This design comes from an exercise in tuning for small area on the open sky130 flow, not from production work. Only simulation tests tie the RTL to the original design; equivalence was not proved. Power is estimated from default activity; no workload was simulated.

## run A
==> flow/design.v (excerpt) <==
module top(input clk, rst, reset, start_stop, mode, edit_shift, inc, output reg buzzer, output [0:6] seg,output [3:0] digit,output [4:0] mode_value);
export LEC_CHECK = 0
export ABC_AREA = 1
export CAP_MARGIN = 20
export CORE_MARGIN = 2
export CORE_UTILIZATION = 40
export GPL_TIMING_DRIVEN = 0
export SLEW_MARGIN = 20
create_clock -name core_clock -period 10.0 [get_ports {clk}]
standard.sh (not shown) runs the stock make flow with config.mk's settings and CLKGATE_MAP_FILE= SYNTH_SCRIPT=/design/flow/synth_recipe.tcl, a recipe that flattens the netlist after the stock synthesis.
==> flow/flow/run.sh <==
#!/bin/bash
# Standard synthesis; then an area-oriented re-synthesis of the combinational
# logic only (registers keep their instances, names and cell types): a few
# rounds of ABC's &deepsyn with four random seeds each, every round starting
# from the smallest result so far; then the standard layout from floorplan to
# finish, with the smallest buffers on the ports and mid-size clock buffers.
set -euo pipefail
WORK=$(pwd)
R=$WORK/orfs/results/$FLOW_PLATFORM/top/base
RO=$WORK/reopt
mkdir -p $RO
bash standard.sh synth > $WORK/std_synth.log 2>&1
cp $R/1_2_yosys.v $WORK/std_1_2_yosys.v
LIB=$FLOW_HOME/platforms/$FLOW_PLATFORM/lib/sky130_fd_sc_hd__tt_025C_1v80.lib
CELLS=$(sed -n '/DONT_USE_CELLS += /,/^#/p' $FLOW_HOME/platforms/$FLOW_PLATFORM/config.mk | grep -o "sky130_fd_sc_hd__[a-z0-9_]*")
DU=$(for c in $CELLS; do echo -n "-dont_use $c "; done)
XL=$(for c in $CELLS; do echo -n "-X $c "; done)
MAP="dch -f
amap -m -F 4 -A 10
topo"

# yosys run of the re-synthesis with ABC script $1, netlist to $2
ys() {
  sed -e "s#@LIB@#$LIB#g" -e "s#@DU@#$DU#g" -e "s#@IN@#$WORK/std_1_2_yosys.v#g" -e "s#@OUT@#$2#g" -e "s#@ABC@#$1#g" $WORK/flow/reopt.ys > $1.ys
  yosys -s $1.ys > $1.log 2>&1
}

# the combinational logic as an AIG with yosys's names
printf "strash\n&get -n\n&put\nwrite_aiger -s $RO/r0.aig\n" > $RO/r0.abc
ys $RO/r0.abc $RO/r0.v
CUR=$RO/r0.aig
for ROUND in 1 2 3; do
  for S in 1 2 3 4; do
    N=r${ROUND}_$S
    yosys-abc -c "read_lib -v $XL $LIB; read_aiger $CUR; &get -n; &deepsyn -T 90 -S $((ROUND*10+S)); &put; write_aiger -s $RO/$N.aig; $(echo "$MAP" | tr '\n' ';') print_stats" > $RO/$N.log 2>&1 &
  done
  wait
  BA=""
  for S in 1 2 3 4; do
    N=r${ROUND}_$S
    A=$(grep -o "area = *[0-9.]*" $RO/$N.log | tail -1 | grep -o "[0-9.]*$" || true)
    echo "round $ROUND seed $S: $A" >> $WORK/reopt_areas.txt
    if [[ -n "$A" && -s $RO/$N.aig ]] && { [[ -z "$BA" ]] || awk "BEGIN{exit !($A < $BA)}"; }; then BA=$A; CUR=$RO/$N.aig; fi
  done
  echo "round $ROUND: best $CUR ($BA)" >> $WORK/reopt_areas.txt
done

# map the best AIG back into the netlist
yosys-abc -c "read_aiger $CUR; write_blif $RO/best.blif" > $RO/best_blif.log 2>&1
sed -i '1,5s/^\.model .*/.model netlist/' $RO/best.blif
printf "read_blif $RO/best.blif\nstrash\n$MAP\n" > $RO/final.abc
ys $RO/final.abc $RO/final.v || true
# and a single-round fallback straight from the standard netlist
printf "strash\n&get -n\n&deepsyn -T 90 -S 1\n&put\n$MAP\n" > $RO/single.abc
ys $RO/single.abc $RO/single.v || true

# keep the smaller netlist whose registers are exactly the standard synthesis's
NS=$(grep -cE "^ +sky130_fd_sc_hd__[a-z]*df[a-z0-9]*_[0-9]+ " $WORK/std_1_2_yosys.v || true)
BEST=""; BA=""
for C in final single; do
  A=$(grep "Chip area for module" $RO/$C.abc.log 2>/dev/null | tail -1 | awk '{print $NF}' || true)
  NF=$(grep -cE "^ +sky130_fd_sc_hd__[a-z]*df[a-z0-9]*_[0-9]+ " $RO/$C.v 2>/dev/null || true)
  if [[ ! -s $RO/$C.v ]] || grep -qE "^ *reg " $RO/$C.v || [[ "$NF" != "$NS" ]]; then A=""; fi
  echo "$C: flops $NF/$NS area '$A'" >> $WORK/reopt_areas.txt
  if [[ -n "$A" ]] && { [[ -z "$BA" ]] || awk "BEGIN{exit !($A < $BA)}"; }; then BEST=$C; BA=$A; fi
done
echo "chosen: $BEST ($BA)" >> $WORK/reopt_areas.txt
if [[ -n "$BEST" ]]; then cp $RO/$BEST.v $R/1_2_yosys.v; fi
bash standard.sh "BUFFER_PORTS_ARGS=-buffer_cell sky130_fd_sc_hd__buf_1" "CTS_ARGS=-sink_clustering_enable -repair_clock_nets -dont_use_dummy_load -buf_list sky130_fd_sc_hd__clkbuf_16 -root_buf sky130_fd_sc_hd__clkbuf_16 -sink_clustering_size 35 -sink_clustering_max_diameter 400 -sink_clustering_levels 1" finish > $WORK/std_layout.log 2>&1
Other scripts of this flow, unchanged in this note and not shown: flow/flow/reopt.ys
Input changes introduced in run B (baseline for comparison: run A):
-- flow/flow/run.sh --
<<< run A, line 31
CUR=$RO/r0.aig
for ROUND in 1 2 3; do
  for S in 1 2 3 4; do
>>> run B, line 31
CUR=$RO/r0.aig
for ROUND in 1 2 3 4 5 6 7 8; do
  for S in 1 2 3 4; do
<<< run A, line 68
if [[ -n "$BEST" ]]; then cp $RO/$BEST.v $R/1_2_yosys.v; fi
bash standard.sh "BUFFER_PORTS_ARGS=-buffer_cell sky130_fd_sc_hd__buf_1" "CTS_ARGS=-sink_clustering_enable -repair_clock_nets -dont_use_dummy_load -buf_list sky130_fd_sc_hd__clkbuf_16 -root_buf sky130_fd_sc_hd__clkbuf_16 -sink_clustering_size 35 -sink_clustering_max_diameter 400 -sink_clustering_levels 1" finish > $WORK/std_layout.log 2>&1
>>> run B, line 68
if [[ -n "$BEST" ]]; then cp $RO/$BEST.v $R/1_2_yosys.v; fi
bash standard.sh "BUFFER_PORTS_ARGS=-buffer_cell sky130_fd_sc_hd__buf_1" "CTS_ARGS=-sink_clustering_enable -repair_clock_nets -dont_use_dummy_load -buf_list {sky130_fd_sc_hd__clkbuf_4 sky130_fd_sc_hd__clkbuf_8} -sink_clustering_size 12" finish > $WORK/std_layout.log 2>&1
[summary]
- Sort run B and run A by slew at the pin with the worst max-slew slack, ascending, and run A comes first.
- In terms of final count of pins violating max slew, run B and run A differ only marginally.
- Run B vs run A — instance area after placement rose about 1.3%.
- The final reports for run B and run A show post-detailed-route via-to-cell ratio higher in the former.
- Run A has a higher maximum clock frequency than run B.
- Run B ended with less overall global routing resource usage than run A.
- The final hold violation count on run A is in line with that on run B.
- Cmp run B vs run A: final total power lower in run B
- Comparing run B and run A, the higher number of fill cells in the layout was measured on run B.
- Endpoint arrival time on the critical path for run B: 0.30 ns up relative to run A
Changes in run C relative to run B:
-- flow/flow/run.sh --
<<< run B, line 31
CUR=$RO/r0.aig
for ROUND in 1 2 3 4 5 6 7 8; do
  for S in 1 2 3 4; do
>>> run C, line 31
CUR=$RO/r0.aig
BA=""
for ROUND in 1 2 3 4 5 6; do
  for S in 1 2 3 4; do
<<< run B, line 37
  wait
  BA=""
  for S in 1 2 3 4; do
>>> run C, line 38
  wait
  # keep the smallest result of all rounds so far
  for S in 1 2 3 4; do
<<< run B, line 44
  done
  echo "round $ROUND: best $CUR ($BA)" >> $WORK/reopt_areas.txt
done
>>> run C, line 45
  done
  echo "round $ROUND: best so far $CUR ($BA)" >> $WORK/reopt_areas.txt
done
Results
Number of nets in the synthesized netlist, run C vs run B: down by a few percent. The flow did not stop early for run C: all stages ran, and the layout cleared the timing, DRC and antenna checks. Sort run C and run B by tap cell instance count desc -> top: run B. The placeable core area of run C is lower than that of run B. Between run B and run C, starting density of the core increased. Wire length | run C below run B. Looking only at met3 usage in global routing, and setting everything else aside, the lower value of run C and run B goes to run B. Fraction of power spent switching nets ends up lower on run C.
Input changes introduced in run D (baseline for comparison: run C):
-- flow/flow/run.sh --
<<< run C, line 31
CUR=$RO/r0.aig
BA=""
for ROUND in 1 2 3 4 5 6; do
  for S in 1 2 3 4; do
>>> run D, line 31
CUR=$RO/r0.aig
for ROUND in 1 2 3 4 5; do
  for S in 1 2 3 4; do
<<< run C, line 38
  wait
  # keep the smallest result of all rounds so far
  for S in 1 2 3 4; do
>>> run D, line 37
  wait
  BA=""
  for S in 1 2 3 4; do
<<< run C, line 45
  done
  echo "round $ROUND: best so far $CUR ($BA)" >> $WORK/reopt_areas.txt
done
>>> run D, line 44
  done
  echo "round $ROUND: best $CUR ($BA)" >> $WORK/reopt_areas.txt
done
==> run notes <==
Diff run C -> run D | worst setup slack | increase of 0.32 ns. [run D] global-route wire length before repair rose about 5% relative to run C. Higher final period utilization among run C and run D: run C. NOTE synthesized cell area run C->run D decreased slightly.

port drivers added, routing unchanged:
How much do the figures lean on ideal ports? The routed layouts below were timed once more, with nothing changed but the port constraints. Step 1 sets driving cells, clkbuf_16 on the clock port and buf_2 on the other inputs (assumed; they add their load-dependent delay and slew). Step 2 also shifts input and output timing later by t, the mid clock arrival at the registers, as if the neighbouring blocks saw the same clock. Three values: no drivers, after step 1, after step 2; two values: the first two.
| run | t (ns) | setup slack, ns | hold slack, ns | worst setup path at the end | worst slew at a driven data input, ns |
|---|---|---|---|---|---|
| run A | 0.384 | 3.846 / 3.822 / 3.558 | 0.449 / 0.449 / 0.449 | input to register | 0.03 |
| run B | 0.418 | 3.550 / 3.526 / 3.381 | 0.442 / 0.442 / 0.442 | input to register | 0.03 |
| run C | 0.404 | 3.359 / 3.336 / 3.095 | 0.428 / 0.428 / 0.428 | input to register | 0.04 |
| run D | 0.413 | 3.683 / 3.661 / 3.661 | 0.427 / 0.427 / 0.427 | input to output | 0.03 |
After both steps every run listed still meets setup and hold. The setup slack of run A, which loses most, moves by -0.024 ns with the drivers and by -0.288 ns with both steps.
